What follows belongs to an exercise in optimizing a design on an open flow for small area; a production flow would make more cautious choices.
Function was checked by simulation only, so behaviour that the tests miss may differ from the original.
No run shown here takes its clock network from TritonCTS; it comes from the design's own scripts or RTL.
The clock port is modelled as an ideal driver, which makes a skipped or thinned clock tree look cheaper than it is; a real chip needs a root buffer or a tree.
Power figures rest on the tool's default switching activity, not on a simulated workload.

$ cat design/flow/flow/run.sh
#!/bin/bash
# Standard ORFS layout (bash standard.sh) with these changes to how the layout is made:
#  - synthesis is synth_recipe.tcl unchanged, except that Yosys's abc call maps
#    the logic with flow/area.abc (an area-oriented ABC script);
#  - port buffers use the smallest buffer cell (buf_1);
#  - constant outputs keep the one tie cell per value that synthesis made
#    (no repair_tie_fanout);
#  - the clock tree is built by flow/cts_manual.tcl (a PRE_CTS hook): groups of
#    at most MY_CTS_MAX_SINKS flip-flops, one leaf buffer per group, one root
#    buffer; the rest of the CTS step (legalisation, timing repair) is ORFS's.
set -euo pipefail
here=$(pwd)
export FLOW_SYNTH_TCL="$here/synth_recipe.tcl"
export MY_ABC_SCRIPT="$here/flow/area.abc"
export BUFFER_PORTS_ARGS="-buffer_cell sky130_fd_sc_hd__buf_1"
export SKIP_REPAIR_TIE_FANOUT=1
export PLACE_PINS_ARGS="${MY_PLACE_PINS_ARGS:--min_distance 1 -min_distance_in_tracks}"
export PRE_CTS_TCL="$here/flow/cts_manual.tcl"
export MY_CTS_CLOCK=s_axi_aclk
export MY_CTS_LEAF=sky130_fd_sc_hd__clkbuf_8
export MY_CTS_ROOT=sky130_fd_sc_hd__clkbuf_8
export MY_CTS_MAX_SINKS=${MY_CTS_MAX_SINKS:-18}
export MY_CTS_MAX_HP_UM=${MY_CTS_MAX_HP_UM:-1000}
bash standard.sh SYNTH_SCRIPT="$here/flow/synth_wrap.tcl" finish > standard_flow.log 2>&1
$ cat design/flow/flow/area.abc
strash
dch
amap
topo
$ cat design/flow/flow/cts_manual.tcl
# PRE_CTS hook: build a two-level clock tree by hand, then make the
# clock_tree_synthesis call in cts.tcl a no-op. The flip-flops are split into
# compact groups of at most MY_CTS_MAX_SINKS within a bounding box of at most
# MY_CTS_MAX_HP_UM half-perimeter (recursive cuts across the longer
# side at the sink count's proportion); each group gets a leaf buffer at its
# centre, and one root buffer at the centre of the leaves drives all leaves
# from the clock port.
set cts_max_sinks $::env(MY_CTS_MAX_SINKS)
set db [ord::get_db]
set block [ord::get_db_block]
set leaf_master [$db findMaster $::env(MY_CTS_LEAF)]
set root_master [$db findMaster $::env(MY_CTS_ROOT)]
set clk_net [$block findNet $::env(MY_CTS_CLOCK)]

set sinks {}
foreach it [$clk_net getITerms] {
  set bb [[$it getInst] getBBox]
  lappend sinks [list $it [expr {([$bb xMin] + [$bb xMax]) / 2}] [expr {([$bb yMin] + [$bb yMax]) / 2}]]
}

proc cts_split { sinks maxs maxhp } {
  set n [llength $sinks]
  set xs [lmap s $sinks {lindex $s 1}]
  set ys [lmap s $sinks {lindex $s 2}]
  set w [expr {[tcl::mathfunc::max {*}$xs] - [tcl::mathfunc::min {*}$xs]}]
  set h [expr {[tcl::mathfunc::max {*}$ys] - [tcl::mathfunc::min {*}$ys]}]
  if { $n <= $maxs && $w + $h <= $maxhp } { return [list $sinks] }
  set k [expr {max(2, ($n + $maxs - 1) / $maxs)}]
  set k1 [expr {$k / 2}]
  set axis [expr {$w >= $h ? 1 : 2}]
  set sorted [lsort -integer -index $axis $sinks]
  set n1 [expr {int(round(double($n) * $k1 / $k))}]
  return [concat [cts_split [lrange $sorted 0 [expr {$n1 - 1}]] $maxs $maxhp] \
                 [cts_split [lrange $sorted $n1 end] $maxs $maxhp]]
}

proc cts_place { inst cx cy } {
  set m [$inst getMaster]
  $inst setLocation [expr {$cx - [$m getWidth] / 2}] [expr {$cy - [$m getHeight] / 2}]
  $inst setPlacementStatus PLACED
}

set cts_max_hp [expr {int($::env(MY_CTS_MAX_HP_UM) * [$block getDbUnitsPerMicron])}]
set groups [cts_split $sinks $cts_max_sinks $cts_max_hp]
set root_net [odb::dbNet_create $block "clknet_root"]
$root_net setSigType CLOCK
set i 0
set lx 0
set ly 0
foreach g $groups {
  set cx 0
  set cy 0
  foreach s $g {
    set cx [expr {$cx + [lindex $s 1]}]
    set cy [expr {$cy + [lindex $s 2]}]
  }
  set cx [expr {$cx / [llength $g]}]
  set cy [expr {$cy / [llength $g]}]
  set lx [expr {$lx + $cx}]
  set ly [expr {$ly + $cy}]
  set leaf [odb::dbInst_create $block $leaf_master "clkbuf_leaf_$i"]
  cts_place $leaf $cx $cy
  set net [odb::dbNet_create $block "clknet_leaf_$i"]
  $net setSigType CLOCK
  foreach s $g {
    set it [lindex $s 0]
    $it disconnect
    $it connect $net
  }
  [$leaf findITerm X] connect $net
  [$leaf findITerm A] connect $root_net
  set gx [lmap s $g {lindex $s 1}]
  set gy [lmap s $g {lindex $s 2}]
  set hp [expr {([tcl::mathfunc::max {*}$gx] - [tcl::mathfunc::min {*}$gx] + [tcl::mathfunc::max {*}$gy] - [tcl::mathfunc::min {*}$gy]) / 1000.0}]
  puts "manual CTS: leaf $i with [llength $g] sinks at ($cx, $cy), half-perimeter $hp um"
  incr i
}
set root [odb::dbInst_create $block $root_master "clkbuf_root"]
cts_place $root [expr {$lx / $i}] [expr {$ly / $i}]
[$root findITerm X] connect $root_net
[$root findITerm A] connect $clk_net
$clk_net setSigType CLOCK
puts "manual CTS: $i leaves, root at ([expr {$lx / $i}], [expr {$ly / $i}])"

global_connect
set_propagated_clock [all_clocks]

proc clock_tree_synthesis { args } {
  puts "clock_tree_synthesis skipped: the clock tree was built by cts_manual.tcl"
}
$ cat design/flow/flow/synth_wrap.tcl
proc abc {args} {
  set i [lsearch -exact $args -script]
  if {$i >= 0 && [info exists ::env(MY_ABC_SCRIPT)] && $::env(MY_ABC_SCRIPT) ne ""} {
    lset args [expr {$i + 1}] $::env(MY_ABC_SCRIPT)
  }
  yosys abc {*}$args
}
source $::env(FLOW_SYNTH_TCL)
$ cat design/flow/standard.sh
#!/bin/bash
# synth_recipe.tcl (not shown) runs the flow's synth.tcl, then flattens the netlist and writes it again
# the make line also repeats each setting of config.mk as NAME=value (left out here)
make -C /OpenROAD-flow-scripts/flow DESIGN_CONFIG=/design/flow/config.mk WORK_HOME=/design/flow/orfs CLKGATE_MAP_FILE= SYNTH_SCRIPT=/design/flow/synth_recipe.tcl "${@:-finish}"
$ cat design/flow/config.mk
export PLATFORM = sky130hd
export DESIGN_NAME = esaxi
export DESIGN_NICKNAME = esaxi
export VERILOG_FILES = /design/flow/design.v
export SDC_FILE = /design/flow/constraint.sdc
export NUM_CORES = 4
export LEC_CHECK = 0
export ABC_AREA = 1
export CAP_MARGIN = 20
export CORE_MARGIN = 2
export CORE_UTILIZATION = 55
export PLACE_DENSITY = 0.85
export SLEW_MARGIN = 20
$ cat design/flow/constraint.sdc
create_clock -name core_clock -period 10.0 [get_ports {s_axi_aclk}]
set_input_delay 2.0000 -clock core_clock [delete_from_list [all_inputs] [get_ports {s_axi_aclk}]]
set_output_delay 2.0000 -clock core_clock [all_outputs]
set_load 0.01 [all_outputs]
$ cat design/flow/design.v
module packet2emesh #(parameter AW = 32,    
		      parameter PW = 104)   
   (
    input [PW-1:0]  packet_in,    
    output 	    write_in,     
    output [1:0]    datamode_in,  
    output [4:0]    ctrlmode_in,  
    output [AW-1:0] dstaddr_in,   
    output [AW-1:0] srcaddr_in,   
    output [AW-1:0] data_in       
    );
   assign write_in          = packet_in[0];
   assign datamode_in[1:0]  = packet_in[2:1];
   assign ctrlmode_in[4:0]  = packet_in[7:3];
   assign dstaddr_in[31:0]  = packet_in[39:8];
   assign data_in[31:0]     = packet_in[71:40];
   assign srcaddr_in[31:0]  = packet_in[103:72];
endmodule  
module emesh2packet #(parameter AW = 32,    
		      parameter PW = 104)   
   (
    input 	    write_out,     
    input [1:0]     datamode_out,  
    input [4:0]     ctrlmode_out,  
    input [AW-1:0]  dstaddr_out,   
    input [AW-1:0]  data_out,      
    input [AW-1:0]  srcaddr_out,   
    output [PW-1:0] packet_out     
    );
   assign packet_out[0]      = write_out;
   assign packet_out[2:1]    = datamode_out[1:0];
   assign packet_out[7:3]    = ctrlmode_out[4:0];
   assign packet_out[39:8]   = dstaddr_out[31:0];
   assign packet_out[71:40]  = data_out[31:0];
   assign packet_out[103:72] = srcaddr_out[31:0];
endmodule  
module esaxi ( 
   wr_access, wr_packet, rd_access, rd_packet, rr_wait, s_axi_arready,
   s_axi_awready, s_axi_bid, s_axi_bresp, s_axi_bvalid, s_axi_rid,
   s_axi_rdata, s_axi_rlast, s_axi_rresp, s_axi_rvalid, s_axi_wready,
   wr_wait, rd_wait, rr_access, rr_packet, s_axi_aclk, s_axi_aresetn,
   s_axi_arid, s_axi_araddr, s_axi_arburst, s_axi_arcache,
   s_axi_arlock, s_axi_arlen, s_axi_arprot, s_axi_arqos, s_axi_arsize,
   s_axi_arvalid, s_axi_awid, s_axi_awaddr, s_axi_awburst,
   s_axi_awcache, s_axi_awlock, s_axi_awlen, s_axi_awprot,
   s_axi_awqos, s_axi_awsize, s_axi_awvalid, s_axi_bready,
   s_axi_rready, s_axi_wid, s_axi_wdata, s_axi_wlast, s_axi_wstrb,
   s_axi_wvalid
   );
   parameter          S_IDW               = 12;
   parameter          PW                  = 104;
   parameter [AW-1:0] RETURN_ADDR         = 0;
   parameter          AW                  = 32;
   parameter          DW                  = 32;
   output 	   wr_access;   
   output [PW-1:0] wr_packet;
   input 	   wr_wait;
   output 	   rd_access;   
   output [PW-1:0] rd_packet;
   input 	   rd_wait;
   input 	   rr_access;         
   input [PW-1:0]  rr_packet;
   output 	   rr_wait;
   input 	  s_axi_aclk;
   input 	  s_axi_aresetn;
   input [S_IDW-1:0] s_axi_arid;     
   input [31:0]    s_axi_araddr;
   input [1:0] 	   s_axi_arburst;
   input [3:0] 	   s_axi_arcache;
   input  	   s_axi_arlock;
   input [7:0] 	   s_axi_arlen;
   input [2:0] 	   s_axi_arprot;
   input [3:0] 	   s_axi_arqos;
   output 	   s_axi_arready;
   input [2:0] 	   s_axi_arsize;
   input 	   s_axi_arvalid;
   input [S_IDW-1:0] s_axi_awid;     
   input [31:0]    s_axi_awaddr;
   input [1:0] 	   s_axi_awburst;
   input [3:0] 	   s_axi_awcache;
   input  	   s_axi_awlock;
   input [7:0] 	   s_axi_awlen;
   input [2:0] 	   s_axi_awprot;
   input [3:0] 	   s_axi_awqos;   
   input [2:0] 	   s_axi_awsize;
   input 	   s_axi_awvalid;
   output 	   s_axi_awready;
   output [S_IDW-1:0] s_axi_bid;     
   output [1:0]     s_axi_bresp;
   output 	    s_axi_bvalid;
   input 	    s_axi_bready;
   output [S_IDW-1:0] s_axi_rid;     
   output [31:0]      s_axi_rdata;
   output 	      s_axi_rlast;   
   output [1:0]       s_axi_rresp;
   output 	      s_axi_rvalid;
   input 	      s_axi_rready;
   input [S_IDW-1:0]  s_axi_wid;     
   input [31:0]       s_axi_wdata;
   input 	      s_axi_wlast;   
   input [3:0] 	      s_axi_wstrb;
   input 	      s_axi_wvalid;
   output 	      s_axi_wready;
   reg 		      s_axi_awready;
   reg 		      s_axi_wready;
   reg 		      s_axi_bvalid;
   reg 		      s_axi_arready;
   reg 		      s_axi_rvalid;
   reg [31:0] 	      s_axi_rdata;
   reg [S_IDW-1:0]    s_axi_rid;
   reg [S_IDW-1:0]    axi_bid;
   reg 		      wr_access;
   reg 		      rd_access;
   reg 		      write_active;
   reg 		      b_wait;
   reg 		      pre_wr_en;
   reg 		      read_active;
   reg 		      rd_next;       
   wire 	      aw_fire      = s_axi_awready & s_axi_awvalid;
   wire 	      w_fire       = s_axi_wready  & s_axi_wvalid;
   wire 	      last_wr_beat = w_fire & s_axi_wlast;
   wire 	      ar_fire      = s_axi_arready & s_axi_arvalid;
   wire 	      r_fire       = s_axi_rvalid  & s_axi_rready;
   wire 	      last_rd_beat = r_fire & s_axi_rlast;
   always @(posedge s_axi_aclk)
     if (~s_axi_aresetn)
       begin
	  s_axi_awready <= 1'b1;
	  write_active  <= 1'b0;
	  s_axi_wready  <= 1'b0;
	  s_axi_bvalid  <= 1'b0;
	  b_wait        <= 1'b0;
	  pre_wr_en     <= 1'b0;
	  wr_access     <= 1'b0;
       end
     else
       begin
	  if (~s_axi_awready & ~write_active & ~b_wait)
	    s_axi_awready <= 1'b1;
	  else if (s_axi_awvalid)
	    s_axi_awready <= 1'b0;
	  if (aw_fire)
	    write_active <= 1'b1;
	  else if (last_wr_beat)
	    write_active <= 1'b0;
	  if (last_wr_beat)
	    s_axi_wready <= 1'b0;
	  else if (write_active)
	    s_axi_wready <= ~wr_wait;
	  if (last_wr_beat)
	    begin
	       s_axi_bvalid <= 1'b1;
	       b_wait       <= ~s_axi_bready;
	    end
	  else if (s_axi_bready & s_axi_bvalid)
	    begin
	       s_axi_bvalid <= 1'b0;
	       b_wait       <= 1'b0;
	    end
	  pre_wr_en <= w_fire;
	  wr_access <= pre_wr_en;
       end
   assign s_axi_bid   = axi_bid;
   assign s_axi_bresp = 2'b00;
   reg [31:2] 	      wr_addr;
   reg [1:0] 	      wr_size;
   reg 		      wr_incr;
   wire [31:2] 	      wr_carry;
   wire [31:2] 	      wr_addr_inc;
   assign wr_carry[2] = wr_access & wr_incr;
   genvar 	      gi;
   generate
      for (gi = 2; gi < 32; gi = gi + 1) begin : g_wr_inc
	 assign wr_addr_inc[gi] = wr_addr[gi] ^ wr_carry[gi];
	 if (gi < 31) begin : g_c
	    assign wr_carry[gi+1] = wr_carry[gi] & wr_addr[gi];
	 end
      end
   endgenerate
   always @(posedge s_axi_aclk)
     begin
	if (aw_fire)
	  axi_bid <= s_axi_awid;
	if (s_axi_awready)
	  begin
	     wr_size <= s_axi_awsize[1:0];
	     wr_incr <= (s_axi_awburst == 2'b01);
	  end
	wr_addr <= s_axi_awready ? s_axi_awaddr[31:2] : wr_addr_inc;
     end
   reg [31:0] 	      wr_data_reg, wr_data;
   reg [1:0] 	      wr_lane_reg, wr_lane;
   wire 	      ln0 = s_axi_wstrb[0];
   wire 	      ln1 = ~s_axi_wstrb[0] & s_axi_wstrb[1];
   wire 	      ln2 = ~s_axi_wstrb[0] & ~s_axi_wstrb[1] & s_axi_wstrb[2];
   wire 	      ln3 = ~s_axi_wstrb[0] & ~s_axi_wstrb[1] & ~s_axi_wstrb[2];
   wire [7:0] 	      wb0 = s_axi_wdata[7:0];
   wire [7:0] 	      wb1 = s_axi_wdata[15:8];
   wire [7:0] 	      wb2 = s_axi_wdata[23:16];
   wire [7:0] 	      wb3 = s_axi_wdata[31:24];
   always @(posedge s_axi_aclk)
     begin
	wr_data_reg[7:0]   <= ({8{ln0}} & wb0) | ({8{ln1}} & wb1) |
			      ({8{ln2}} & wb2) | ({8{ln3}} & wb3);
	wr_data_reg[15:8]  <= ({8{ln0}} & wb1) | ({8{ln1}} & wb2) |
			      ({8{ln2}} & wb3);
	wr_data_reg[23:16] <= ({8{ln0}} & wb2) | ({8{ln1}} & wb3);
	wr_data_reg[31:24] <= ({8{ln0}} & wb3);
	wr_lane_reg        <= {ln2 | ln3, ln1 | ln3};
	wr_data <= wr_data_reg;
	wr_lane <= wr_lane_reg;
     end
   emesh2packet e2p_wr (
		     .packet_out	(wr_packet[PW-1:0]),
		     .write_out		(1'b1),
		     .datamode_out	(wr_size[1:0]),
		     .ctrlmode_out	(5'b0),
		     .dstaddr_out	({wr_addr[31:2], wr_lane[1:0]}),
		     .data_out		(wr_data[DW-1:0]),
		     .srcaddr_out	(32'b0)
		     );
   reg [31:0] 	      rd_addr;
   reg [1:0] 	      rd_size;
   reg [7:0] 	      rd_left_n;     
   always @(posedge s_axi_aclk)
     if (~s_axi_aresetn)
       begin
	  s_axi_arready <= 1'b0;
	  read_active   <= 1'b0;
	  rd_next       <= 1'b0;
	  rd_access     <= 1'b0;
       end
     else
       begin
	  if (~s_axi_arready & ~read_active)
	    s_axi_arready <= 1'b1;
	  else if (s_axi_arvalid)
	    s_axi_arready <= 1'b0;
	  if (ar_fire)
	    read_active <= 1'b1;
	  else if (last_rd_beat)
	    read_active <= 1'b0;
	  rd_next   <= ar_fire | (r_fire & ~s_axi_rlast);
	  rd_access <= rd_next;
       end
   wire 	      rd_incr = r_fire & (s_axi_arburst == 2'b01);
   wire [31:2] 	      rd_carry;
   wire [31:2] 	      rd_addr_inc;
   wire [7:0] 	      rd_lcarry;
   wire [7:0] 	      rd_left_n_inc;
   assign rd_carry[2]  = rd_incr;
   assign rd_lcarry[0] = r_fire;
   generate
      for (gi = 2; gi < 32; gi = gi + 1) begin : g_rd_inc
	 assign rd_addr_inc[gi] = rd_addr[gi] ^ rd_carry[gi];
	 if (gi < 31) begin : g_c
	    assign rd_carry[gi+1] = rd_carry[gi] & rd_addr[gi];
	 end
      end
      for (gi = 0; gi < 8; gi = gi + 1) begin : g_rd_left
	 assign rd_left_n_inc[gi] = rd_left_n[gi] ^ rd_lcarry[gi];
	 if (gi < 7) begin : g_b
	    assign rd_lcarry[gi+1] = rd_lcarry[gi] & rd_left_n[gi];
	 end
      end
   endgenerate
   always @(posedge s_axi_aclk)
     begin
	if (s_axi_arready)
	  begin
	     rd_size   <= s_axi_arsize[1:0];
	     s_axi_rid <= s_axi_arid;
	  end
	rd_addr[31:2] <= s_axi_arready ? s_axi_araddr[31:2] : rd_addr_inc;
	rd_addr[1:0]  <= s_axi_arready ? s_axi_araddr[1:0] :
			 rd_addr[1:0] & {2{~rd_incr}};
	rd_left_n     <= s_axi_arready ? ~s_axi_arlen : rd_left_n_inc;
     end
   assign s_axi_rlast = &rd_left_n;
   emesh2packet e2p_rd (
		     .packet_out	(rd_packet[PW-1:0]),
		     .write_out		(1'b0),
		     .datamode_out	(rd_size[1:0]),
		     .ctrlmode_out	(5'b0),
		     .dstaddr_out	(rd_addr[AW-1:0]),
		     .data_out		(32'b0),
		     .srcaddr_out	(RETURN_ADDR)
		     );
   wire [DW-1:0]      rr_data;
   reg 		      tmo_armed;
   reg 		      tmo_err;       
   packet2emesh p2e_rr (
			  .write_in		(),
			  .datamode_in		(),
			  .ctrlmode_in		(),
			  .dstaddr_in		(),
			  .data_in		(rr_data[DW-1:0]),
			  .srcaddr_in		(),
			  .packet_in		(rr_packet[PW-1:0])
			  );
   assign rr_wait = 1'b0;
   wire 	      tmo_fire         = tmo_err & ~s_axi_rvalid;
   wire 	      rr_return_access = rr_access | tmo_fire;
   wire [31:0] 	      rr_return_data   = tmo_err ? 32'hDEADBEEF : rr_data;
   always @(posedge s_axi_aclk)
     if (~s_axi_aresetn)
       s_axi_rvalid <= 1'b0;
     else if (rr_return_access)
       s_axi_rvalid <= 1'b1;
     else if (s_axi_rready)
       s_axi_rvalid <= 1'b0;
   reg [31:0] 	      rr_fmt;
   always @(*)
     case (rd_size)
       2'b00:   rr_fmt = {4{rr_return_data[7:0]}};
       2'b01:   rr_fmt = {2{rr_return_data[15:0]}};
       default: rr_fmt = rr_return_data;
     endcase
   wire [16:0] 	      tmo_count = s_axi_rdata[16:0];
   wire 	      tmo_zero  = &tmo_count;
   always @(posedge s_axi_aclk)
     if (~s_axi_rvalid)
       begin
	  s_axi_rdata[31:17] <= rr_fmt[31:17];
	  if (rr_return_access)
	    s_axi_rdata[16:0] <= rr_fmt[16:0];
	  else if (tmo_armed)
	    s_axi_rdata[16:0] <= {tmo_count[15:0], tmo_count[16] ^ tmo_count[13]};
	  else
	    s_axi_rdata[16:0] <= 17'h001FC;
       end
   assign s_axi_rresp = {tmo_err, 1'b0};
   always @(posedge s_axi_aclk)
     if (~s_axi_aresetn)
       begin
	  tmo_armed <= 1'b0;
	  tmo_err   <= 1'b0;
       end
     else
       begin
	  tmo_armed <= tmo_armed ? (~rr_access & ~tmo_zero) :
		       (~tmo_err & ar_fire);
	  tmo_err   <= (tmo_armed & ~rr_access & tmo_zero) |
		       (tmo_err & ~r_fire);
       end
endmodule  
==> results of run 1 <==
-- path summary, 6_finish.rpt --
check	startpoint	endpoint	slack, ps	cells past startpoint
worst max-delay path	s_axi_rready	rd_addr[31]$_DFF_P_	2060	37
worst min-delay path	wr_data_reg[8]$_DFF_P_	wr_data[8]$_DFF_P_	330	0
worst max register to register	s_axi_rvalid$_SDFFE_PN0P_	rd_addr[31]$_DFF_P_	3350	36
worst min register to register	wr_data_reg[8]$_DFF_P_	wr_data[8]$_DFF_P_	330	0
-- metrics by stage --
stage	total power [W]	cell area (µm²)	instances	hold slack, ps
4_1_cts	0.001661	9294	1153	328.4
6_report	0.001652	9294	1153	328.5
5_1_grt	0.001729	9294	1153	341.5
3_5_place_dp	0.001310	9115	1140	312.1
3_3_place_gp	0.001294	9115	1140	310.1
2_1_floorplan	0.001221	8394	716	309.6
-- power groups by stage --
stage	sequential, W	combinational [W]	clock (W)
3_5_place_dp	0.00104	0.000270	0
6_report	0.00102	0.000272	0.000360
4_1_cts	0.00102	0.000271	0.000369
2_1_floorplan	0.00107	0.000147	0
3_3_place_gp	0.00103	0.000261	0
5_1_grt	0.00103	0.000300	0.000400
-- critical path: cells and delay by family --
kind,cells,cell delay (ps)
fa+ha+maj,29,5410
simple gates,4,420
compound gates,2,200
buf+inv,2,280
-- cells in the final DEF (no fill, tap or decap), types with 4 or more instances in the layout --
master,n
a21oi_1,16
a222oi_1,5
a22o_1,58
a22oi_1,7
buf_1,343
buf_4,6
clkbuf_8,13
clkinv_1,43
dfxtp_1,151
edfxtp_1,61
ha_1,65
nand2_1,28
nand4_1,5
nor2_1,70
nor2b_1,4
nor3_1,5
o21ai_0,25
o21bai_1,4
o221ai_1,9
o22ai_1,22
-- routing by layer --
metal	GRT usage, %	vias to the layer above	wire, µm
li1	-	2954	-
met1	26.66	2939	7399
met2	38.94	408	9351
met3	3.643	78	1755
met4	8.727	0	920
met5	0	-	0
-- cell families (layout without fill, tap and decap cells) --
family / after synthesis / in the layout / synth area share [%]
adder cells (fa/ha/maj): 65 / 65 / 9.688
other: 2 / 2 / 0.08947
flip-flops: 213 / 213 / 58.07
AND/OR/NAND/NOR: 118 / 118 / 5.783
XOR/XNOR: 1 / 1 / 0.1044
AO/OA/AOI/OAI: 161 / 161 / 14.24
buffers and inverters: 156 / 405 / 12.03
-- cell type report --
class	instances	area (µm²)
inverters	43	161.4
flip-flops and latches	213	4876
repair buffers	349	1333
multi-input cells	347	2510
fillers	1200	5739
well taps	188	235.2
plain buffers	13	178.9
==> metrics.cfg, run 1 <==
[outcome]
outcome = no timing/DRC/antenna violations

[yosys]
synth.distinct_cells = 36
yosys-top-cells-count = 152 x dfxtp_1, 113 x buf_4, 70 x nor2_1
syn_area_mm2 = 0.008394
avgSynthCellArea_um2 = 11.72
yosys_warnings = 1
async_flop_share_pct = 0
synth-edff-count = 61
synth_top_area_share_pct = 36.25
synth_top_cell_by_area = dfxtp_1
ys_seq_area_share_pct = 58.07
synthTopCellsByArea = dfxtp_1 36%, edfxtp_1 22%, buf_4 10%
ys_ff_latch = 213
ys.flop_type = dfxtp_1
synthCells = 716
synthMostInstantiatedCell = dfxtp_1

[worst_setup_path]
crit_path_end_kind = flip-flop
required_ps = 10370
critPathMaxFanout = 3
arrival_ps = 8300
start_kind = input pin
slowest_stage = ha_1
path_common_cell = ha_1
cp_slowest_stage_delay_ps = 210
path_class = in2reg

[timing]
drv_slew = 0
rsz0062_at_grt = false
period_share_pct = 79.35
period_minus_slack_ps = 7935
setup_viol = 0
worst_pin_slew_ps = 1097
slew_headroom_pct = 26.84
fmax_mhz = 126.0
hold_viol_final = 0
worst_slack_ps = 2065
finClkSkew_ps = 14.32
tns_ps = 0

[floorplanning]
initial_core_util_pct = 55.84
die_area_mm2 = 0.01627
placementRows = 45
die_x_um = 127.5
coreArea_mm2 = 0.01503
ioPinCount = 578
die_h_um = 127.5

[grt]
antenna_found_initial = 0
grt_pass1_wl_um = 29260
grt_pass1_vias = 5976
track_usage_pct = 21.95
overflow = 0
grt_max_degree = 112

[power_and_ir_drop]
power.density_mw_per_mm2 = 177.7
p_switching_w = 0.0004556
clock_power_share_pct = 21.8
swShare_pct = 27.58
p_leak_nw = 3.723
irDropWorstVdd_v = 0.0001147
p_int_w = 0.001196
power_frac_comb_pct = 16.5
sequentialPowerShare_pct = 61.7

[route]
drc = 0
detail_route.wl_per_cell_um = 16.85
drt_iter0_drc = 472
vias = 6379
drt_pass1_iterations = 7
wl_um = 19430
viasPerCell = 5.533
drtAntennaViolNets = 0

[cts]
cts_setup_buffers = 0
ctsHoldBuffers = 0
path_clk_slew_ps = 110
ctsResizeCount = 0
clk_latency_ps = 460

[final_layout]
area_growth_syn_to_layout_pct = 10.72
antenna_cells = 0
final_layout_size_suffix_gt1_share_pct = 2.073
fin_nets = 1333
largest_reg_flops = 64
fin_util_pct = 61.82

[placement]
io_buffers = 343
place_congestion = 0.8673
post-dp-hpwl_um = 14740
dp_slack_ps = 1506

[min_path]
hp-class = reg2reg

[job]
max_cap_violations = 0

==> run 2, diff against run 1 <==
--- a/design/flow/flow/run.sh
+++ b/design/flow/flow/run.sh
@@ -19,6 +19,6 @@
 export MY_CTS_CLOCK=s_axi_aclk
 export MY_CTS_LEAF=sky130_fd_sc_hd__clkbuf_8
 export MY_CTS_ROOT=sky130_fd_sc_hd__clkbuf_8
-export MY_CTS_MAX_SINKS=${MY_CTS_MAX_SINKS:-18}
+export MY_CTS_MAX_SINKS=${MY_CTS_MAX_SINKS:-20}
 export MY_CTS_MAX_HP_UM=${MY_CTS_MAX_HP_UM:-1000}
 bash standard.sh SYNTH_SCRIPT="$here/flow/synth_wrap.tcl" finish > standard_flow.log 2>&1
==> metrics.cfg, run 2 <==
[outcome]
outcome = no timing/DRC/antenna violations

[cts]
ctsResizeCount = 0  ; unchanged
ctsHoldBuffers = 0  ; unchanged
cts_setup_buffers = 0  ; unchanged
path_clk_slew_ps = 120  ; about the same
clk_latency_ps = 460  ; about the same

[power_and_ir_drop]
finalPower_w = 0.001640  ; -0.73%
p_leak_nw = 3.716  ; -0.19%
irDropWorstVdd_v = 0.0001145  ; -0.17%
power.density_mw_per_mm2 = 176.7  ; -0.58%

[grt]
grt_use_met3_pct = 3.224  ; -0.42 points
grt_pass1_wl_um = 29150  ; -0.38%
antenna_found_initial = 0  ; unchanged
grt_max_degree = 112  ; unchanged
grt-busiest-layer = met2
global_route.usage.met1_pct = 26.68  ; +0.027 points
track_usage_pct = 21.84  ; -0.11 points
overflow = 0  ; unchanged
grt_pass1_vias = 5940  ; -0.60%
globalRouteMet2Util_pct = 38.91  ; about the same

[yosys]
synthTopCellsByArea = dfxtp_1 36%, edfxtp_1 22%, buf_4 10%
syn_area_mm2 = 0.008394  ; unchanged
yosys_warnings = 1  ; unchanged
synth.distinct_cells = 36  ; unchanged
async_flop_share_pct = 0  ; unchanged
avgSynthCellArea_um2 = 11.72  ; unchanged
synth-edff-count = 61  ; unchanged
synth_top_cell_by_area = dfxtp_1
synthMostInstantiatedCell = dfxtp_1
ys_seq_area_share_pct = 58.07  ; unchanged
synthCells = 716  ; unchanged
ys_ff_latch = 213  ; unchanged
ys.flop_type = dfxtp_1
yosys-top-cells-count = 152 x dfxtp_1, 113 x buf_4, 70 x nor2_1
synth_top_area_share_pct = 36.25  ; unchanged

[final_layout]
final_layout_size_suffix_gt1_share_pct = 1.971  ; -0.10 points
fin_util_pct = 61.73  ; -0.091 points
num-fill-cells = 1211  ; +0.92%
layout_commonest_cell = buf_1
area_growth_syn_to_layout_pct = 10.55
largest_reg_flops = 64  ; unchanged
layout_common_cells = 343 x buf_1, 151 x dfxtp_1, 70 x nor2_1
fin_nets = 1332  ; -0.075%
antenna_cells = 0  ; unchanged

[route]
detail_route.wl_per_cell_um = 16.82  ; -0.17%
wl_um = 19380  ; -0.25%
drc = 0  ; unchanged
vias = 6316  ; -0.99%
viasPerCell = 5.483  ; -0.90%
drt_iter0_drc = 488  ; +3.4%
drtAntennaViolNets = 0  ; unchanged
drt_pass1_iterations = 8  ; +1

[floorplanning]
placementRows = 45  ; unchanged
die_h_um = 127.5  ; unchanged
ioPinCount = 578  ; unchanged
die_area_mm2 = 0.01627  ; unchanged
die_x_um = 127.5  ; unchanged
initial_core_util_pct = 55.84  ; unchanged
coreArea_mm2 = 0.01503  ; unchanged

[min_path]
hp-class = reg2reg
min-delay-start = wr_lane_reg[0]$_DFF_P_
hold_path_end = wr_lane[0]$_DFF_P_
worstHoldPathCells = 0  ; unchanged

[worst_setup_path]
slowest_stage = ha_1
r2r_slack_ps = 3340  ; about the same
crit_path_end_kind = flip-flop
critPathMaxFanout = 3  ; unchanged
path_common_cell = ha_1
start_kind = input pin
r2r_cells = 36  ; unchanged
path_class = in2reg
r2r_end = rd_addr[31]$_DFF_P_
reg2reg_from = s_axi_rvalid$_SDFFE_PN0P_
cp_slowest_stage_delay_ps = 210  ; about the same
arrival_ps = 8290  ; about the same
required_ps = 10350  ; -20 ps

[placement]
dp_slack_ps = 1506  ; unchanged
post-dp-hpwl_um = 14740  ; unchanged
io_buffers = 343  ; unchanged
place_congestion = 0.8673  ; unchanged

[timing]
slew_headroom_pct = 28.95  ; +2.1 points
setup_viol = 0  ; unchanged
worst_pin_slew_ps = 1066  ; -31.71 ps
drv_slew = 0  ; unchanged
rsz0062_at_grt = false
period_minus_slack_ps = 7939  ; +3.880 ps
period_share_pct = 79.39  ; about the same
hold_viol_final = 0  ; unchanged
fmax_mhz = 126.0  ; about the same
finClkSkew_ps = 14.74  ; +0.4243 ps
tns_ps = 0  ; unchanged
worst_slack_ps = 2061  ; -3.880 ps

[job]
max_cap_violations = 0  ; unchanged

==> run 2: critical path: cells and delay by family <==
family	cells	cell delay [ps]
buffers and inverters	2	280
adders and majority gates	29	5410
AOI/OAI and AO/OA	2	200
and+or+nand+nor	4	410
==> run 2: cell families after synthesis <==
logic type	Yosys count	synth area share, %
buf+inv	156	12.03
compound gates	161	14.24
simple gates	118	5.783
xor+xnor	1	0.1044
other cells	2	0.08947
fa+ha+maj	65	9.688
flops	213	58.07
==> run 2: where the power goes <==
group          switching [W]  internal [W]
sequential         0.0000410      0.000979
combinational       0.000171      0.000100
clock               0.000240      0.000109
total               0.000452       0.00119
==> run 2: worst max-delay path by stage <==
| stage | from | cells after the start | to | slack, ps |
|---|---|---|---|---|
| after floorplan | s_axi_rready | 36 | rd_addr[31]$_DFF_P_ | 2340 |
| after global placement | s_axi_rready | 37 | rd_addr[31]$_DFF_P_ | 1670 |
| after detailed placement | s_axi_rready | 37 | rd_addr[31]$_DFF_P_ | 1510 |
| after CTS | s_axi_rready | 37 | rd_addr[31]$_DFF_P_ | 2000 |
| after global routing | s_axi_rready | 37 | rd_addr[31]$_DFF_P_ | 1730 |
| final | s_axi_rready | 37 | rd_addr[31]$_DFF_P_ | 2060 |
==> run 2: per-stage QoR <==
stage	hold slack (ps)	std cells	instance area [µm²]
global placement	310.1	1140	9115
finish	329.9	1152	9280
global route	341.6	1152	9280
CTS	328.6	1152	9280
floorplan	309.6	716	8394
detailed placement	312.1	1140	9115
==> run 2: metal layers <==
layer,vias up,wire [µm],part of all wire (%)
li1,2951,-,-
met1,2937,7502,39
met2,358,9385,48
met3,70,1636,8.4
met4,0,852,4.4
met5,-,0,0
==> run 2: area by class of cell <==
cell class	count	area [µm²]	area share, %
inverter	43	161.4	1.739
timing repair buffer	349	1333	14.36
tap	188	235.2	2.535
multi-input combinational	347	2510	27.05
buffer	12	165.2	1.780
sequential	213	4876	52.54
==> run 3, diff against run 2 <==
--- a/design/flow/flow/run.sh
+++ b/design/flow/flow/run.sh
@@ -14,6 +14,7 @@
 export MY_ABC_SCRIPT="$here/flow/area.abc"
 export BUFFER_PORTS_ARGS="-buffer_cell sky130_fd_sc_hd__buf_1"
 export SKIP_REPAIR_TIE_FANOUT=1
+export REMOVE_ABC_BUFFERS=1
 export PLACE_PINS_ARGS="${MY_PLACE_PINS_ARGS:--min_distance 1 -min_distance_in_tracks}"
 export PRE_CTS_TCL="$here/flow/cts_manual.tcl"
 export MY_CTS_CLOCK=s_axi_aclk
--- a/design/flow/config.mk
+++ b/design/flow/config.mk
@@ -9,5 +9,6 @@
 export CAP_MARGIN = 20
 export CORE_MARGIN = 2
 export CORE_UTILIZATION = 55
+export GPL_TIMING_DRIVEN = 0
 export PLACE_DENSITY = 0.85
 export SLEW_MARGIN = 20
==> metrics.cfg, run 3 <==
[outcome]
outcome = no timing/DRC/antenna violations

[route]
wl_um = 19200  ; -0.90%
drt_pass1_iterations = 7  ; -1
drt_iter0_drc = 383  ; -22%
vias = 6198  ; -1.9%
detail_route.wl_per_cell_um = 16.73  ; -0.55%
viasPerCell = 5.399  ; -1.5%
drtAntennaViolNets = 0  ; unchanged
drc = 0  ; unchanged

[worst_setup_path]
critPathMaxFanout = 3  ; unchanged
r2r_end = rd_addr[31]$_DFF_P_
arrival_ps = 8050  ; -240 ps
crit_path_end_kind = flip-flop
start_kind = input pin
cp_slowest_stage_delay_ps = 200  ; about the same
r2r_cells = 36  ; unchanged
path_common_cell = ha_1
r2r_slack_ps = 3590  ; +250 ps
crit_path_end = rd_addr[31]$_DFF_P_
slowest_stage = ha_1
reg2reg_from = s_axi_rvalid$_SDFFE_PN0P_
path_class = in2reg
startpoint = s_axi_rready
required_ps = 10350  ; about the same

[cts]
ctsHoldBuffers = 0  ; unchanged
path_clk_slew_ps = 110  ; about the same
clk_latency_ps = 450  ; about the same
ctsResizeCount = 0  ; unchanged
cts_setup_buffers = 0  ; unchanged

[power_and_ir_drop]
power.density_mw_per_mm2 = 176.4  ; -0.19%
irDropWorstVdd_v = 0.0001401  ; +22%
p_leak_nw = 3.705  ; -0.30%

[final_layout]
layout_commonest_cell = buf_1
num-fill-cells = 1233  ; +1.8%
largest_reg_flops = 64  ; unchanged
layout_common_cells = 343 x buf_1, 150 x dfxtp_1, 70 x nor2_1
area_growth_syn_to_layout_pct = 10.37
antenna_cells = 0  ; unchanged
fin_nets = 1328  ; -0.30%
fin_area_mm2 = 0.009265  ; -0.16%
final_layout_size_suffix_gt1_share_pct = 1.875  ; -0.096 points

[grt]
grt-busiest-layer = met2
track_usage_pct = 22.14  ; +0.30 points
grt_pass1_wl_um = 29390  ; +0.85%
global_route.usage.met1_pct = 26.06  ; -0.62 points
overflow = 0  ; unchanged
grt_use_met3_pct = 8.040  ; +4.8 points
globalRouteMet2Util_pct = 36.93  ; -2.0 points
antenna_found_initial = 0  ; unchanged
grt_pass1_vias = 6002  ; +1.0%
grt_max_degree = 112  ; unchanged

[placement]
io_buffers = 343  ; unchanged
placed_area_mm2 = 0.009100  ; -0.16%
place_congestion = 0.9364  ; +8.0%
dp_slack_ps = 1784  ; +278.1 ps
post-dp-hpwl_um = 14630  ; -0.73%

[timing]
setup_viol = 0  ; unchanged
finClkSkew_ps = 14.67  ; -0.07380 ps
tns_ps = 0  ; unchanged
drv_slew = 0  ; unchanged
worst_pin_slew_ps = 983.5  ; -82.18 ps
finalHoldWorstSlack_ps = 331.7  ; +1.739 ps
hold_viol_final = 0  ; unchanged
period_minus_slack_ps = 7695  ; -244.0 ps
worst_slack_ps = 2305  ; +244.0 ps
slew_headroom_pct = 34.43  ; +5.5 points
period_share_pct = 76.95  ; -2.4 points
rsz0062_at_grt = false
fmax_mhz = 130.0  ; +3.2%

[min_path]
hp-class = reg2reg

[yosys]
ys.flop_type = dfxtp_1
avgSynthCellArea_um2 = 11.72  ; unchanged
synth_top_area_share_pct = 36.25  ; unchanged
ys_ff_latch = 213  ; unchanged
ys_seq_area_share_pct = 58.07  ; unchanged
synthTopCellsByArea = dfxtp_1 36%, edfxtp_1 22%, buf_4 10%
synthMostInstantiatedCell = dfxtp_1
synth.distinct_cells = 36  ; unchanged
yosys_warnings = 1  ; unchanged
synth-edff-count = 61  ; unchanged
synth_top_cell_by_area = dfxtp_1
yosys-top-cells-count = 152 x dfxtp_1, 113 x buf_4, 70 x nor2_1
async_flop_share_pct = 0  ; unchanged
synthCells = 716  ; unchanged
syn_area_mm2 = 0.008394  ; unchanged

[floorplanning]
die_h_um = 127.5  ; unchanged
die_area_mm2 = 0.01627  ; unchanged
coreArea_mm2 = 0.01503  ; unchanged
ioPinCount = 578  ; unchanged
initial_core_util_pct = 55.84  ; unchanged
placementRows = 45  ; unchanged
die_x_um = 127.5  ; unchanged

[job]
max_cap_violations = 0  ; unchanged

[run 3: routing by layer]
layer | part of all wire (%) | wire length (µm)
met5 | 0 | 0
met1 | 38 | 7296
met4 | 4.6 | 886
met2 | 45 | 8736
met3 | 12 | 2283
[run 3: layout make-up]
class	count	area, µm²	share of cell area [%]
Timing Repair Buffer	345	1315	14.19
Sequential cell	213	4877	52.64
Multi-Input combinational cell	347	2510	27.09
Buffer	12	165.2	1.783
Tap cell	188	235.2	2.539
Inverter	43	162.7	1.756
[run 3: worst max-delay path, delay by kind of cell]
kind / cells / cell delay (ps)
AND/OR/NAND/NOR: 4 / 380
buffers and inverters: 2 / 220
AO/OA/AOI/OAI: 2 / 200
adder cells (fa/ha/maj): 29 / 5270
[run 3: cells by family after synthesis]
family,after synthesis,synth area share [%]
compound gates,161,14.24
xor+xnor,1,0.1044
fa+ha+maj,65,9.688
buf+inv,156,12.03
flops,213,58.07
other cells,2,0.08947
simple gates,118,5.783
[run 3: worst min path at each step]
stage                          end  cells past startpoint                     from
2_1_floorplan   wr_data[0]$_DFF_P_                      0   wr_data_reg[0]$_DFF_P_
3_3_place_gp    wr_data[0]$_DFF_P_                      0   wr_data_reg[0]$_DFF_P_
6_report        wr_data[7]$_DFF_P_                      0   wr_data_reg[7]$_DFF_P_
4_1_cts         wr_data[8]$_DFF_P_                      0   wr_data_reg[8]$_DFF_P_
5_1_grt         wr_data[7]$_DFF_P_                      0   wr_data_reg[7]$_DFF_P_
3_5_place_dp   wr_data[31]$_DFF_P_                      0  wr_data_reg[31]$_DFF_P_
[run 3: metrics by stage]
| step | power (W) | utilization [%] | cells |
|---|---|---|---|
| after floorplan | 0.001188 | - | 603 |
| after global placement | 0.001295 | 60.32 | 1134 |
| after detailed placement | 0.001309 | 60.53 | 1136 |
| after CTS | 0.001649 | 61.63 | 1148 |
| after global routing | 0.001716 | 61.63 | 1148 |
| final | 0.001634 | 61.63 | 1148 |
[run 3: power breakdown]
part           total, W  switching [W]  internal (W)
Sequential      0.00102      0.0000453      0.000979
Clock          0.000344       0.000235      0.000109
Combinational  0.000266       0.000166     0.0000995
==> run 4, diff against run 3 <==
==> design/flow/flow/run.sh (replaced) <==
#!/bin/bash
# Standard ORFS layout (bash standard.sh), with these changes to how the layout is made:
#  - synthesis is synth_recipe.tcl unchanged, except that Yosys's abc call maps the
#    logic with flow/area.abc (an area-oriented ABC script) instead of ORFS's script;
#  - constant outputs keep the one tie cell per value that synthesis made
#    (no repair_tie_fanout);
#  - I/O pins may sit one routing track apart (the default is two), so the die
#    can be smaller;
#  - port buffers use the smallest buffer cell (buf_1);
#  - the clock tree is built by flow/cts_manual.tcl (a PRE_CTS hook): groups of at
#    most MY_CTS_MAX_SINKS flip-flops, one clkbuf_8 per group, one clkbuf_8 root
#    driven by the clock port; the rest of the CTS step (legalisation, timing
#    repair) is ORFS's.
# Each ORFS step writes its full log under orfs/logs/; make's output goes to
# standard_flow.log here.
set -euo pipefail
here=$(pwd)
export FLOW_SYNTH_TCL="$here/synth_recipe.tcl"
export MY_ABC_SCRIPT="$here/flow/area.abc"
export REMOVE_ABC_BUFFERS=1
export SKIP_REPAIR_TIE_FANOUT=1
export PLACE_PINS_ARGS="-min_distance 1 -min_distance_in_tracks"
export BUFFER_PORTS_ARGS="-buffer_cell sky130_fd_sc_hd__buf_1"
export PRE_CTS_TCL="$here/flow/cts_manual.tcl"
export MY_CTS_CLOCK=s_axi_aclk
export MY_CTS_LEAF=sky130_fd_sc_hd__clkbuf_8
export MY_CTS_ROOT=sky130_fd_sc_hd__clkbuf_8
export MY_CTS_MAX_SINKS=20
export MY_CTS_MAX_HP_UM=1000
bash standard.sh SYNTH_SCRIPT="$here/flow/synth_wrap.tcl" finish > standard_flow.log 2>&1
==> design/flow/flow/area.abc (replaced) <==
strash
dch
amap -m
topo
--- a/design/flow/flow/cts_manual.tcl
+++ b/design/flow/flow/cts_manual.tcl
@@ -1,15 +1,8 @@
-# PRE_CTS hook: build a two-level clock tree by hand, then make the
-# clock_tree_synthesis call in cts.tcl a no-op. The flip-flops are split into
-# compact groups of at most MY_CTS_MAX_SINKS within a bounding box of at most
-# MY_CTS_MAX_HP_UM half-perimeter (recursive cuts across the longer
-# side at the sink count's proportion); each group gets a leaf buffer at its
-# centre, and one root buffer at the centre of the leaves drives all leaves
-# from the clock port.
 set cts_max_sinks $::env(MY_CTS_MAX_SINKS)
 set db [ord::get_db]
 set block [ord::get_db_block]
 set leaf_master [$db findMaster $::env(MY_CTS_LEAF)]
-set root_master [$db findMaster $::env(MY_CTS_ROOT)]
+set root_name $::env(MY_CTS_ROOT)
 set clk_net [$block findNet $::env(MY_CTS_CLOCK)]
 
 set sinks {}
@@ -42,8 +35,12 @@
 
 set cts_max_hp [expr {int($::env(MY_CTS_MAX_HP_UM) * [$block getDbUnitsPerMicron])}]
 set groups [cts_split $sinks $cts_max_sinks $cts_max_hp]
-set root_net [odb::dbNet_create $block "clknet_root"]
-$root_net setSigType CLOCK
+if { $root_name eq "" } {
+  set root_net $clk_net
+} else {
+  set root_net [odb::dbNet_create $block "clknet_root"]
+  $root_net setSigType CLOCK
+}
 set i 0
 set lx 0
 set ly 0
@@ -75,10 +72,12 @@
   puts "manual CTS: leaf $i with [llength $g] sinks at ($cx, $cy), half-perimeter $hp um"
   incr i
 }
-set root [odb::dbInst_create $block $root_master "clkbuf_root"]
-cts_place $root [expr {$lx / $i}] [expr {$ly / $i}]
-[$root findITerm X] connect $root_net
-[$root findITerm A] connect $clk_net
+if { $root_name ne "" } {
+  set root [odb::dbInst_create $block [$db findMaster $root_name] "clkbuf_root"]
+  cts_place $root [expr {$lx / $i}] [expr {$ly / $i}]
+  [$root findITerm X] connect $root_net
+  [$root findITerm A] connect $clk_net
+}
 $clk_net setSigType CLOCK
 puts "manual CTS: $i leaves, root at ([expr {$lx / $i}], [expr {$ly / $i}])"
 
--- a/design/flow/flow/synth_wrap.tcl
+++ b/design/flow/flow/synth_wrap.tcl
@@ -1,3 +1,5 @@
+# Synthesis script for the flow: the standard flow's synth_recipe.tcl unchanged, except that
+# Yosys's abc call runs the ABC script named by MY_ABC_SCRIPT in place of ORFS's.
 proc abc {args} {
   set i [lsearch -exact $args -script]
   if {$i >= 0 && [info exists ::env(MY_ABC_SCRIPT)] && $::env(MY_ABC_SCRIPT) ne ""} {
==> metrics.cfg, run 4 <==
[cts]
path_clk_slew_ps = 110  ; about the same
ctsResizeCount = 0  ; unchanged
cts_setup_buffers = 0  ; unchanged
ctsHoldBuffers = 0  ; unchanged
clk_latency_ps = 450  ; about the same

[timing]
rsz0062_at_grt = false
drv_slew = 0  ; unchanged
fmax_mhz = 127.1  ; -2.2%
period_share_pct = 78.66  ; +1.7 points
period_minus_slack_ps = 7866  ; +171.2 ps
finalHoldWorstSlack_ps = 336.0  ; +4.304 ps
worst_pin_slew_ps = 1034  ; +50.59 ps
slew_headroom_pct = 31.06  ; -3.4 points
hold_viol_final = 0  ; unchanged
finClkSkew_ps = 9.278  ; -5.391 ps
tns_ps = 0  ; unchanged
setup_viol = 0  ; unchanged

[worst_setup_path]
cp_slowest_stage_delay_ps = 190  ; about the same
r2r_cells = 36  ; unchanged
critPathMaxFanout = 3  ; unchanged
required_ps = 10350  ; about the same
slowest_stage = ha_1
arrival_ps = 8220  ; +170 ps
crit_path_end_kind = flip-flop
path_common_cell = ha_1
start_kind = input pin
path_class = in2reg

[floorplanning]
initial_core_util_pct = 55.68  ; -0.16 points
coreArea_mm2 = 0.01509  ; +0.37%
die_h_um = 127.6  ; about the same
die_area_mm2 = 0.01628  ; about the same
ioPinCount = 578  ; unchanged
die_x_um = 127.6  ; about the same
placementRows = 45  ; unchanged

[final_layout]
final_layout_size_suffix_gt1_share_pct = 1.881  ; +0.0059 points
antenna_cells = 0  ; unchanged
layout_common_cells = 343 x buf_1, 150 x dfxtp_1, 65 x ha_1
largest_reg_flops = 64  ; unchanged
final_cell_count_no_fill = 1145  ; -0.26%
layout_commonest_cell = buf_1
fin_nets = 1325  ; -0.23%
num-fill-cells = 1248  ; +1.2%
area_growth_syn_to_layout_pct = 10.36  ; about the same

[placement]
place_congestion = 0.9122  ; -2.6%
dp.cells = 1133  ; -0.26%
post-dp-hpwl_um = 14450  ; -1.2%
io_buffers = 343  ; unchanged

[yosys]
synth_top_cell_by_area = dfxtp_1
async_flop_share_pct = 0  ; unchanged
yosys-top-cells-count = 152 x dfxtp_1, 113 x buf_4, 65 x ha_1
synth_top_area_share_pct = 36.22  ; about the same
syn_area_mm2 = 0.008402  ; about the same
synthTopCellsByArea = dfxtp_1 36%, edfxtp_1 22%, buf_4 10%
synthCells = 713  ; -0.42%
ys_seq_area_share_pct = 58.02  ; about the same
yosys_warnings = 1  ; unchanged
synth-edff-count = 61  ; unchanged
synth.distinct_cells = 33  ; -8.3%
ys.flop_type = dfxtp_1
ys_ff_latch = 213  ; unchanged
synthMostInstantiatedCell = dfxtp_1
avgSynthCellArea_um2 = 11.78  ; +0.51%

[grt]
grt_pass1_wl_um = 29240  ; -0.52%
overflow = 0  ; unchanged
track_usage_pct = 21.88  ; -0.25 points
antenna_found_initial = 2  ; +2
grt_pass1_vias = 6106  ; +1.7%
grt_max_degree = 112  ; unchanged

[route]
detail_route.wl_per_cell_um = 16.60  ; -0.77%
wl_um = 19010  ; -1.0%
drtAntennaViolNets = 0  ; unchanged
viasPerCell = 5.428  ; +0.54%
drt_pass1_iterations = 5  ; -2
drt_iter0_drc = 454  ; +19%
vias = 6215  ; +0.27%
drc = 0  ; unchanged

[job]
max_cap_violations = 0  ; unchanged

[power_and_ir_drop]
power.density_mw_per_mm2 = 176.6  ; +0.12%
irDropWorstVdd_v = 0.0001511  ; +7.9%
finalPower_w = 0.001637  ; +0.20%
p_leak_nw = 3.697  ; -0.21%

[min_path]
worstHoldPathCells = 0  ; unchanged
hp-class = reg2reg

[outcome]
outcome = no timing/DRC/antenna violations

run 4: changes by cell type after synthesis, moves of 3 or more:
cell / delta
nor2_1: -8
o21a_1: +3
o21ai_0: +5
o22ai_1: -6
o32ai_1: +4
run 4: worst paths after layout:
kind                              from             endpoint  slack (ps)
max                       s_axi_rready  rd_addr[31]$_DFF_P_        2130
min            wr_data_reg[31]$_DFF_P_  wr_data[31]$_DFF_P_         340
max reg2reg  s_axi_rvalid$_SDFFE_PN0P_  rd_addr[31]$_DFF_P_        3390
min reg2reg    wr_data_reg[31]$_DFF_P_  wr_data[31]$_DFF_P_         340
run 4: final cells by class:
cell class	instances	area, µm²	share of cell area (%)
timing repair buffer	345	1315	14.18
buffer	12	165.2	1.781
tap	188	235.2	2.537
inverter	42	158.9	1.714
multi-input combinational	345	2521	27.19
sequential	213	4877	52.60
run 4: critical path: cells and delay by family:
family                     cells  cell delay (ps)
adders and majority gates     29             5350
and+or+nand+nor                4              400
AOI/OAI and AO/OA              2              190
buffers and inverters          2              250
run 4: per-stage QoR:
step                area [µm²]  setup WS, ps  utilization, %
floorplan                 7553          2336               -
global placement          9076          1786           60.15
detailed placement        9107          1646           60.36
CTS                       9273          2104           61.45
global route              9273          1682           61.45
finish                    9273          2134           61.45
run 4: logic make-up after synthesis:
family	synth area share (%)
buffers and inverters	11.97
adders and majority gates	9.680
other	0.08939
and+or+nand+nor	5.465
xor gates and xnor gates	0.1043
AOI/OAI and AO/OA	14.67
DFF	58.02
run 4: power by group:
group	internal (W)	total (W)	switching, W
clock	0.000109	0.000347	0.000239
combinational	0.0000998	0.000263	0.000164
sequential	0.000979	0.00103	0.0000477
run 4: per-layer routing:
layer	share of wire, %	up-vias	track usage [%]
met5	0.089	-	0
met4	4.7	2	8.920
met3	10	72	6.281
met2	46	321	36.99
met1	39	2874	26.36
li1	-	2946	-
==> run 5, diff against run 4 <==
==> design/flow/flow/area.abc (replaced) <==
strash
dch
amap
topo
==> metrics.cfg, run 5 <==
[outcome]
outcome = no timing/DRC/antenna violations

[job]
max_cap_violations = 0  ; unchanged

[floorplanning]
die_area_mm2 = 0.01627  ; about the same
die_h_um = 127.5  ; about the same
initial_core_util_pct = 55.84  ; +0.16 points
ioPinCount = 578  ; unchanged
placementRows = 45  ; unchanged
die_x_um = 127.5  ; about the same
coreArea_mm2 = 0.01503  ; -0.37%

[yosys]
ys_ff_latch = 213  ; unchanged
ys_seq_area_share_pct = 58.07  ; about the same
async_flop_share_pct = 0  ; unchanged
syn_area_mm2 = 0.008394  ; about the same
synthTopCellsByArea = dfxtp_1 36%, edfxtp_1 22%, buf_4 10%
avgSynthCellArea_um2 = 11.72  ; -0.51%
synthMostInstantiatedCell = dfxtp_1
synth_top_area_share_pct = 36.25  ; about the same
synth-edff-count = 61  ; unchanged
synth.distinct_cells = 36  ; +9.1%
synthCells = 716  ; +0.42%
ys.flop_type = dfxtp_1
yosys-top-cells-count = 152 x dfxtp_1, 113 x buf_4, 70 x nor2_1
yosys_warnings = 1  ; unchanged
synth_top_cell_by_area = dfxtp_1

[route]
vias = 6198  ; -0.27%
drt_pass1_iterations = 7  ; +2
viasPerCell = 5.399  ; -0.53%
wl_um = 19200  ; +1.0%
drc = 0  ; unchanged
detail_route.wl_per_cell_um = 16.73  ; +0.78%
drtAntennaViolNets = 0  ; unchanged
drt_iter0_drc = 383  ; -16%

[placement]
io_buffers = 343  ; unchanged
placed_area_mm2 = 0.009100  ; about the same
place_congestion = 0.9364  ; +2.7%
post-dp-hpwl_um = 14630  ; +1.3%
dp_slack_ps = 1784  ; +138.0 ps

[worst_setup_path]
required_ps = 10350  ; about the same
reg2reg_from = s_axi_rvalid$_SDFFE_PN0P_
start_kind = input pin
path_common_cell = ha_1
r2r_cells = 36  ; unchanged
r2r_slack_ps = 3590  ; +200 ps
path_class = in2reg
slowest_stage = ha_1
cp_slowest_stage_delay_ps = 200  ; about the same
arrival_ps = 8050  ; -170 ps
r2r_end = rd_addr[31]$_DFF_P_
crit_path_end_kind = flip-flop
startpoint = s_axi_rready
crit_path_end = rd_addr[31]$_DFF_P_
critPathMaxFanout = 3  ; unchanged

[power_and_ir_drop]
swShare_pct = 27.35  ; -0.13 points
sequentialPowerShare_pct = 62.7  ; about the same
p_switching_w = 0.0004470  ; -0.68%
clock_power_share_pct = 21.1  ; about the same
power.density_mw_per_mm2 = 176.4  ; -0.12%
irDropWorstVdd_v = 0.0001401  ; -7.3%
p_leak_nw = 3.705  ; +0.21%
p_int_w = 0.001187  ; about the same
power_frac_comb_pct = 16.3  ; +0.2 points

[final_layout]
final_layout_size_suffix_gt1_share_pct = 1.875  ; -0.0059 points
layout_commonest_cell = buf_1
fin_area_mm2 = 0.009265  ; about the same
antenna_cells = 0  ; unchanged
fin_nets = 1328  ; +0.23%
layout_common_cells = 343 x buf_1, 150 x dfxtp_1, 70 x nor2_1
area_growth_syn_to_layout_pct = 10.37  ; about the same
largest_reg_flops = 64  ; unchanged

[timing]
rsz0062_at_grt = false
finClkSkew_ps = 14.67  ; +5.391 ps
fmax_mhz = 130.0  ; +2.2%
slew_headroom_pct = 34.43  ; +3.4 points
setup_viol = 0  ; unchanged
period_share_pct = 76.95  ; -1.7 points
worst_slack_ps = 2305  ; +171.2 ps
tns_ps = 0  ; unchanged
worst_pin_slew_ps = 983.5  ; -50.59 ps
drv_slew = 0  ; unchanged
period_minus_slack_ps = 7695  ; -171.2 ps
hold_viol_final = 0  ; unchanged

[grt]
grt_pass1_wl_um = 29390  ; +0.52%
antenna_found_initial = 0  ; -2
overflow = 0  ; unchanged
track_usage_pct = 22.14  ; +0.25 points
grt_max_degree = 112  ; unchanged
grt_pass1_vias = 6002  ; -1.7%

[cts]
path_clk_slew_ps = 110  ; about the same
clk_latency_ps = 450  ; about the same
ctsHoldBuffers = 0  ; unchanged
ctsResizeCount = 0  ; unchanged
cts_setup_buffers = 0  ; unchanged

[min_path]
hp-class = reg2reg
min-delay-start = wr_data_reg[7]$_DFF_P_

-- run 5: layout make-up --
class,instances,area (µm²)
Fill cell,1233,5768
Sequential cell,213,4877
Inverter,43,162.7
Timing Repair Buffer,345,1315
Multi-Input combinational cell,347,2510
Tap cell,188,235.2
Buffer,12,165.2
-- run 5: metrics by stage --
step	instances	total power, W	hold WS (ps)	util, %
after detailed placement	1136	0.001309	312.1	60.53
after global routing	1148	0.001716	338.2	61.63
after floorplan	603	0.001188	309.6	-
after CTS	1148	0.001649	336.4	61.63
after global placement	1134	0.001295	309.6	60.32
final	1148	0.001634	331.7	61.63
-- run 5: power groups by stage --
| stage | sequential [W] | combinational, W | clock (W) |
|---|---|---|---|
| after floorplan | 0.00107 | 0.000115 | 0 |
| after global placement | 0.00104 | 0.000252 | 0 |
| after detailed placement | 0.00105 | 0.000264 | 0 |
| after global routing | 0.00103 | 0.000295 | 0.000386 |
| after CTS | 0.00103 | 0.000265 | 0.000359 |
| final | 0.00102 | 0.000266 | 0.000344 |
-- run 5: routing by layer --
layer  vias to the layer above  share of wire [%]  global-route usage [%]  wire (µm)
met5                         -                  0                       0          0
met4                         0                4.6                   8.856        886
met3                        71                 12                   8.040       2283
met2                       354                 45                   36.93       8736
met1                      2829                 38                   26.06       7296
li1                       2944                  -                       -          -
-- run 5: kinds of logic (layout without fill, tap and decap cells) --
group	Yosys count	in the layout	synth area share (%)
flops	213	213	58.07
xor+xnor	1	1	0.1044
compound gates	161	161	14.24
fa+ha+maj	65	65	9.688
other cells	2	2	0.08947
simple gates	118	118	5.783
buf+inv	156	400	12.03
-- run 5: how the worst min path moves through the flow --
| stage | slack, ps | cells past startpoint | end |
|---|---|---|---|
| 4_1_cts | 340 | 0 | wr_data[8]$_DFF_P_ |
| 6_report | 330 | 0 | wr_data[7]$_DFF_P_ |
| 2_1_floorplan | 310 | 0 | wr_data[0]$_DFF_P_ |
| 5_1_grt | 340 | 0 | wr_data[7]$_DFF_P_ |
| 3_3_place_gp | 310 | 0 | wr_data[0]$_DFF_P_ |
| 3_5_place_dp | 310 | 0 | wr_data[31]$_DFF_P_ |
-- run 5: critical path, delay by kind of cell --
kind | cells | cell delay (ps)
AOI/OAI and AO/OA | 2 | 200
adders and majority gates | 29 | 5270
and+or+nand+nor | 4 | 380
buffers and inverters | 2 | 220
==> run 6, diff against run 5 <==
==> design/flow/flow/area.abc (replaced) <==
strash
dch -f
amap
topo
==> metrics.cfg, run 6 <==
[yosys]
synthMostInstantiatedCell = dfxtp_1
yosys-top-cells-count = 152 x dfxtp_1, 113 x buf_4, 74 x nor2_1
synth_compound_area_share_pct = 13.89  ; -0.34 points
synth_top_area_share_pct = 36.18  ; -0.070 points
synthCells = 726  ; +1.4%
synth-xor-area-share_pct = 0  ; -0.10 points
synthMuxAreaShare_pct = 0  ; unchanged
synth_fa_ha_area_share_pct = 9.670  ; -0.019 points
avgSynthCellArea_um2 = 11.58  ; -1.2%
synth_top_cell_by_area = dfxtp_1
synth-edff-count = 61  ; unchanged
synthSimpleGateAreaFrac_pct = 6.248  ; +0.46 points
async_flop_share_pct = 0  ; unchanged
synth_top_family_by_area = compound AO/OA/AOI/OAI gates
yosys_warnings = 1  ; unchanged
ys.flop_type = dfxtp_1
syn_area_mm2 = 0.008411  ; +0.19%
synth.distinct_cells = 30  ; -17%
synthTopCellsByArea = dfxtp_1 36%, edfxtp_1 22%, buf_4 10%
ys_seq_area_share_pct = 57.96  ; -0.11 points
ys_ff_latch = 213  ; unchanged

[final_layout]
num-fill-cells = 1257  ; +1.9%
fin_area_mm2 = 0.009255  ; -0.11%
seq_area_mm2 = 0.004880  ; about the same
area_growth_syn_to_layout_pct = 10.04
layout_commonest_cell = buf_1
layout_common_cells = 343 x buf_1, 150 x dfxtp_1, 74 x nor2_1
fin_nets = 1336  ; +0.60%
final_layout_size_suffix_gt1_share_pct = 1.550  ; -0.33 points
largest_reg_flops = 64  ; unchanged
antenna_cells = 0  ; unchanged
multi_input_area_mm2 = 0.002515  ; +0.20%

[worst_setup_path]
path_class = in2reg
crit_path_end_kind = flip-flop
slowest_stage = ha_1
r2r_cells = 35  ; -2.8%
arrival_ps = 8150  ; +100 ps
critPathMaxFanout = 3  ; unchanged
path_common_cell = ha_1
start_kind = input pin
required_ps = 10320  ; -30 ps
cp_slowest_stage_delay_ps = 200  ; about the same
r2r_slack_ps = 3440  ; -150 ps

[route]
drt_pass1_iterations = 5  ; -2
detail_route.wl_per_cell_um = 15.99  ; -4.4%
viasPerCell = 5.419  ; +0.37%
drtAntennaViolNets = 0  ; unchanged
vias = 6264  ; +1.1%
wl_um = 18490  ; -3.7%
drt_iter0_drc = 404  ; +5.5%
drc = 0  ; unchanged

[timing]
finalHoldWorstSlack_ps = 336.8  ; +5.149 ps
slew_headroom_pct = 38.06  ; +3.6 points
hold_viol_final = 0  ; unchanged
drv_slew = 0  ; unchanged
fmax_mhz = 127.8  ; -1.6%
tns_ps = 0  ; unchanged
period_share_pct = 78.24  ; +1.3 points
rsz0062_at_grt = false
finClkSkew_ps = 14.68  ; +0.008200 ps
period_minus_slack_ps = 7824  ; +129.0 ps
worst_pin_slew_ps = 923.3  ; -60.20 ps
setup_viol = 0  ; unchanged

[placement]
post-dp-hpwl_um = 13880  ; -5.1%
io_buffers = 343  ; unchanged
place_congestion = 0.8415  ; -10%
placed_area_mm2 = 0.009090  ; -0.11%

[floorplanning]
die_area_mm2 = 0.01630  ; +0.19%
die_x_um = 127.7  ; about the same
coreArea_mm2 = 0.01509  ; +0.37%
placementRows = 45  ; unchanged
die_h_um = 127.7  ; about the same
initial_core_util_pct = 55.74  ; -0.10 points
ioPinCount = 578  ; unchanged

[power_and_ir_drop]
p_leak_nw = 3.566  ; -3.7%
irDropWorstVdd_v = 0.0001336  ; -4.6%
swShare_pct = 27.35  ; about the same
power.density_mw_per_mm2 = 176.4  ; about the same
clock_power_share_pct = 21.1  ; about the same
sequentialPowerShare_pct = 63.1  ; +0.4 points
finalPower_w = 0.001633  ; about the same
p_int_w = 0.001186  ; about the same
power_frac_comb_pct = 15.8  ; -0.5 points
p_switching_w = 0.0004466  ; about the same

[grt]
antenna_found_initial = 0  ; unchanged
global_route.usage.met1_pct = 23.81  ; -2.2 points
grt_max_degree = 112  ; unchanged
globalRouteMet2Util_pct = 38.38  ; +1.4 points
overflow = 0  ; unchanged
grt-busiest-layer = met2
track_usage_pct = 20.91  ; -1.2 points
grt_use_met3_pct = 6.177  ; -1.9 points
grt_pass1_wl_um = 28010  ; -4.7%
grt_pass1_vias = 5933  ; -1.1%

[cts]
ctsHoldBuffers = 0  ; unchanged
cts_setup_buffers = 0  ; unchanged
ctsResizeCount = 0  ; unchanged
clk_latency_ps = 450  ; about the same
path_clk_slew_ps = 110  ; about the same

[job]
max_cap_violations = 0  ; unchanged

[min_path]
hp-class = reg2reg
worstHoldPathCells = 0  ; unchanged

[outcome]
outcome = no timing/DRC/antenna violations

run 6: cell types whose count changed after synthesis, moves of 3 or more:
cell and delta:
o221ai_1 +8, clkinv_1 +3, o22a_1 +58, nand2_1 +7, a21oi_1 +7, a22o_1 -58, a222oi_1 -4, o21ai_0 -11
nor2_1 +4
run 6: stage by stage:
step	utilization [%]	instances	setup WS, ps
after global routing	61.33	1156	1864
after detailed placement	60.24	1144	1692
final	61.33	1156	2176
after global placement	60.21	1144	1727
after floorplan	-	613	2340
after CTS	61.33	1156	2180
run 6: logic make-up (layout without fill, tap and decap cells):
logic type | count (synthesis) | after routing
other cells | 2 | 2
fa+ha+maj | 65 | 65
simple gates | 129 | 129
flops | 213 | 213
compound gates | 158 | 158
buf+inv | 159 | 401
run 6: area by class of cell:
cell class | instances | share of cell area [%]
flip-flops and latches | 213 | 52.72
inverters | 46 | 1.866
plain buffers | 12 | 1.785
repair buffers | 343 | 13.91
well taps | 188 | 2.542
multi-input cells | 354 | 27.17
run 6: routing by layer:
layer	vias to the layer above	part of all wire, %
met1	2925	37
li1	2972	-
met3	40	11
met2	325	49
met4	2	2.6
met5	-	0.31
run 6: critical path: cells and delay by family:
kind            cells  cell delay [ps]
fa+ha+maj          29             5330
compound gates      2              270
buf+inv             2              250
simple gates        3              290
run 6: final timing paths:
kind / to / start
setup reg to reg: rd_addr[31]$_DFF_P_ / s_axi_rvalid$_SDFFE_PN0P_
hold / removal: wr_data[19]$_DFF_P_ / wr_data_reg[19]$_DFF_P_
hold reg to reg: wr_data[19]$_DFF_P_ / wr_data_reg[19]$_DFF_P_
setup / recovery: rd_addr[31]$_DFF_P_ / s_axi_rready
run 6: power by group through the flow:
stage               clock, W  sequential, W  combinational [W]
floorplan                  0        0.00108           0.000117
global placement           0        0.00105           0.000250
detailed placement         0        0.00105           0.000257
CTS                 0.000364        0.00103           0.000258
global route        0.000387        0.00104           0.000288
finish              0.000345        0.00103           0.000258

port drivers added, routing unchanged:
The flow's constraints put no driver on any port. The routed layouts listed below were extracted and timed again, unchanged, in two steps. Step 1 assumes that a clkbuf_16 drives the clock port and a buf_2 every other input. Step 2 times the ports against the registers' clock, not the clock port: input delays grow and output delays shrink by t, the midpoint of the rising clock arrivals with the driver on. Slacks: no drivers / after step 1 / after step 2; pairs: no drivers / after step 1.
run	t (ns)	slack for setup (ns)	worst hold slack (ns)	worst register clock-pin slew, ns	worst data-port slew with drivers (ns)
run 1	0.494	2.065 / 2.059 / 1.565	0.328 / 0.328 / 0.328	0.11 / 0.11	0.07
run 2	0.492	2.061 / 2.052 / 1.560	0.330 / 0.330 / 0.330	0.12 / 0.12	0.07
run 3	0.479	2.305 / 2.290 / 1.811	0.332 / 0.332 / 0.332	0.12 / 0.12	0.08
run 4	0.485	2.134 / 2.130 / 1.644	0.336 / 0.336 / 0.336	0.12 / 0.12	0.08
run 5	0.479	2.305 / 2.290 / 1.811	0.332 / 0.332 / 0.332	0.12 / 0.12	0.08
run 6	0.478	2.176 / 2.159 / 1.681	0.337 / 0.337 / 0.337	0.12 / 0.12	0.07
After both steps every run listed still meets setup and hold. The setup slack of run 2, which loses most, moves by -0.009 ns with the drivers and by -0.501 ns with both steps.
